Context: an optimization exercise on an open-source flow, tuned for small area, a short achievable clock period and few clock cycles. The choices shown serve that exercise and are no tape-out recipe. No activity file was given, so power comes from the tool's default toggle rates.

## build 56
==> flow/design.v (excerpt) <==
module demosaic(clk, reset, in_en, data_in, wr_r, addr_r, wdata_r, rdata_r, wr_g, addr_g, wdata_g, rdata_g, wr_b, addr_b, wdata_b, rdata_b, done);
Size in the first run: about 190 flip-flops, roughly 110 I/O pins, about 9900 um2 of cells after synthesis.
clock: 5.5 ns
lec_check: 0
cap_margin: 20
core_margin: 2
core_utilization: 50
cts_buf_list: sky130_fd_sc_hd__clkbuf_8
setup_slack_margin: 3
slew_margin: 20
standard.sh (not shown) runs the stock make flow with config.mk's settings and CLKGATE_MAP_FILE= SYNTH_SCRIPT=/design/flow/synth_recipe.tcl, a recipe that flattens the netlist after the stock synthesis.
==> flow/flow/run.sh <==
#!/bin/bash
# Standard layout, but with small port buffers instead of the delay-cell
# default that buffer_ports picks.
cp standard.sh standard_sh_copy.log
export BUFFER_PORTS_ARGS="-buffer_cell sky130_fd_sc_hd__buf_1"
bash standard.sh > standard.log 2>&1
Here is what was changed in the inputs of build 70 compared with build 56.
# build 56
export LEC_CHECK = 0
export CAP_MARGIN = 20
export CORE_MARGIN = 2
export CORE_UTILIZATION = 50
export CTS_BUF_LIST = sky130_fd_sc_hd__clkbuf_8
export SETUP_SLACK_MARGIN = 3
export SLEW_MARGIN = 20
create_clock -name core_clock -period 5.5 [get_ports {clk}]
# build 70
export LEC_CHECK = 0
export CAP_MARGIN = 20
export CORE_MARGIN = 2
export CORE_UTILIZATION = 40
export CTS_BUF_LIST = sky130_fd_sc_hd__clkbuf_8
export SETUP_SLACK_MARGIN = 3
export SLEW_MARGIN = 20
create_clock -name core_clock -period 5.5 [get_ports {clk}]
--- outcome ---
Measured against each other, build 56 and build 70 differ in half-perimeter wire length after detailed placement, the higher figure coming from build 70.
Timing-limited maximum frequency across build 56 and build 70: no real change.
Against build 56 as the reference, build 70 delivers a lower global router's overall resource usage.
Relative slew slack: build 70 > build 56
There was hardly any difference in power dissipated by switching net loads between build 70 and build 56.
Comparing build 56 and build 70, largest stage delay on the critical path is higher on build 70.
### build 70 -> build 24
# build 70
export LEC_CHECK = 0
export CAP_MARGIN = 20
export CORE_MARGIN = 2
export CORE_UTILIZATION = 40
export CTS_BUF_LIST = sky130_fd_sc_hd__clkbuf_8
export SETUP_SLACK_MARGIN = 3
export SLEW_MARGIN = 20
create_clock -name core_clock -period 5.5 [get_ports {clk}]
# build 24
export LEC_CHECK = 0
export CAP_MARGIN = 20
export CORE_MARGIN = 2
export CORE_UTILIZATION = 40
export CTS_BUF_LIST = sky130_fd_sc_hd__clkbuf_8
export SETUP_SLACK_MARGIN = 3.1
export SLEW_MARGIN = 20
create_clock -name core_clock -period 5.5 [get_ports {clk}]
### Flow results
- Build 24: done, clean on timing, DRC and antenna
- Compared with build 70, build 24 shows a higher power.
- Build 70 has a lower minimum setup slack in the final design than build 24.
- Between build 24 and build 70, the final design area excluding fillers is lower for build 70.
- On wire length, build 24 does worse than build 70.
- The met2 demand-to-capacity share in global routing in build 24 sits 1.0 points above the value recorded for build 70.
- Build 24 — fill cell total of the finished layout 0.80% lower, build 70 as reference
For build 47, these inputs were changed with respect to build 24:
# build 24
export LEC_CHECK = 0
export CAP_MARGIN = 20
export CORE_MARGIN = 2
export CORE_UTILIZATION = 40
export CTS_BUF_LIST = sky130_fd_sc_hd__clkbuf_8
export SETUP_SLACK_MARGIN = 3.1
export SLEW_MARGIN = 20
create_clock -name core_clock -period 5.5 [get_ports {clk}]
# build 47
export LEC_CHECK = 0
export CAP_MARGIN = 20
export CORE_MARGIN = 2
export CORE_UTILIZATION = 40
export CTS_BUF_LIST = sky130_fd_sc_hd__clkbuf_8
export SETUP_SLACK_MARGIN = 3.4
export SLEW_MARGIN = 20
create_clock -name core_clock -period 5.5 [get_ports {clk}]
Results
Reported for build 47 and build 24, die area turned out identical to the last digit.
Looking at switching component of the power across build 47 and build 24, the one that comes out higher is build 47.
[build 47 vs build 24] first-pass GRT wire length: higher in build 47
Compared to build 24, build 47 has fraction of cell area in non-clock buffers 5.1 points higher.
On number of clock buffers in the layout, the higher figure sits with build 47, not build 24.
Per the comparison of build 47 with build 24, non-filler instance count after layout went up, clock skew rose by 16 ps, total power held, share of power burned in combinational logic rose by 4.8 points.
Relative to build 24, wire length has increased by 2400 um in build 47.
Compared with build 24, build 47 has extra setup slack.
Function was not checked in any run of this note: the RTL went through the layout flow alone.

-- static timing again, ports no longer ideal --
The results above use ideal ports. As a check the final layouts listed here were re-extracted and re-timed, cells and wires unchanged.
Step 1: set_driving_cell puts a clkbuf_16 on clk and a buf_2 on each other input, an assumption about the parent block.
Step 2 moves the port delays by t, midway between the first and last clock arrival at a register: inputs arrive t later, outputs are due t later. That takes back most of the time a late clock gives input paths.
a / b / c = no drivers / after step 1 / after step 2; a / b = the first two.
| run | t (ns) | setup WS [ns] | worst hold slack (ns) | pins driven straight from the clock port |
|---|---|---|---|---|
| build 56 | 0.509 | 3.040 / 3.061 / 2.552 | 0.406 / 0.406 / 0.406 | 1 |
| build 70 | 0.492 | 3.039 / 3.056 / 2.564 | 0.396 / 0.396 / 0.396 | 1 |
| build 24 | 0.510 | 3.058 / 3.046 / 2.536 | 0.409 / 0.409 / 0.409 | 1 |
| build 47 | 0.504 | 3.160 / 3.153 / 2.648 | 0.398 / 0.398 / 0.398 | 1 |
After both steps every run listed still meets setup and hold. For build 24, which loses most, drivers alone change the setup slack by -0.012 ns; drivers and shift together by -0.522 ns.
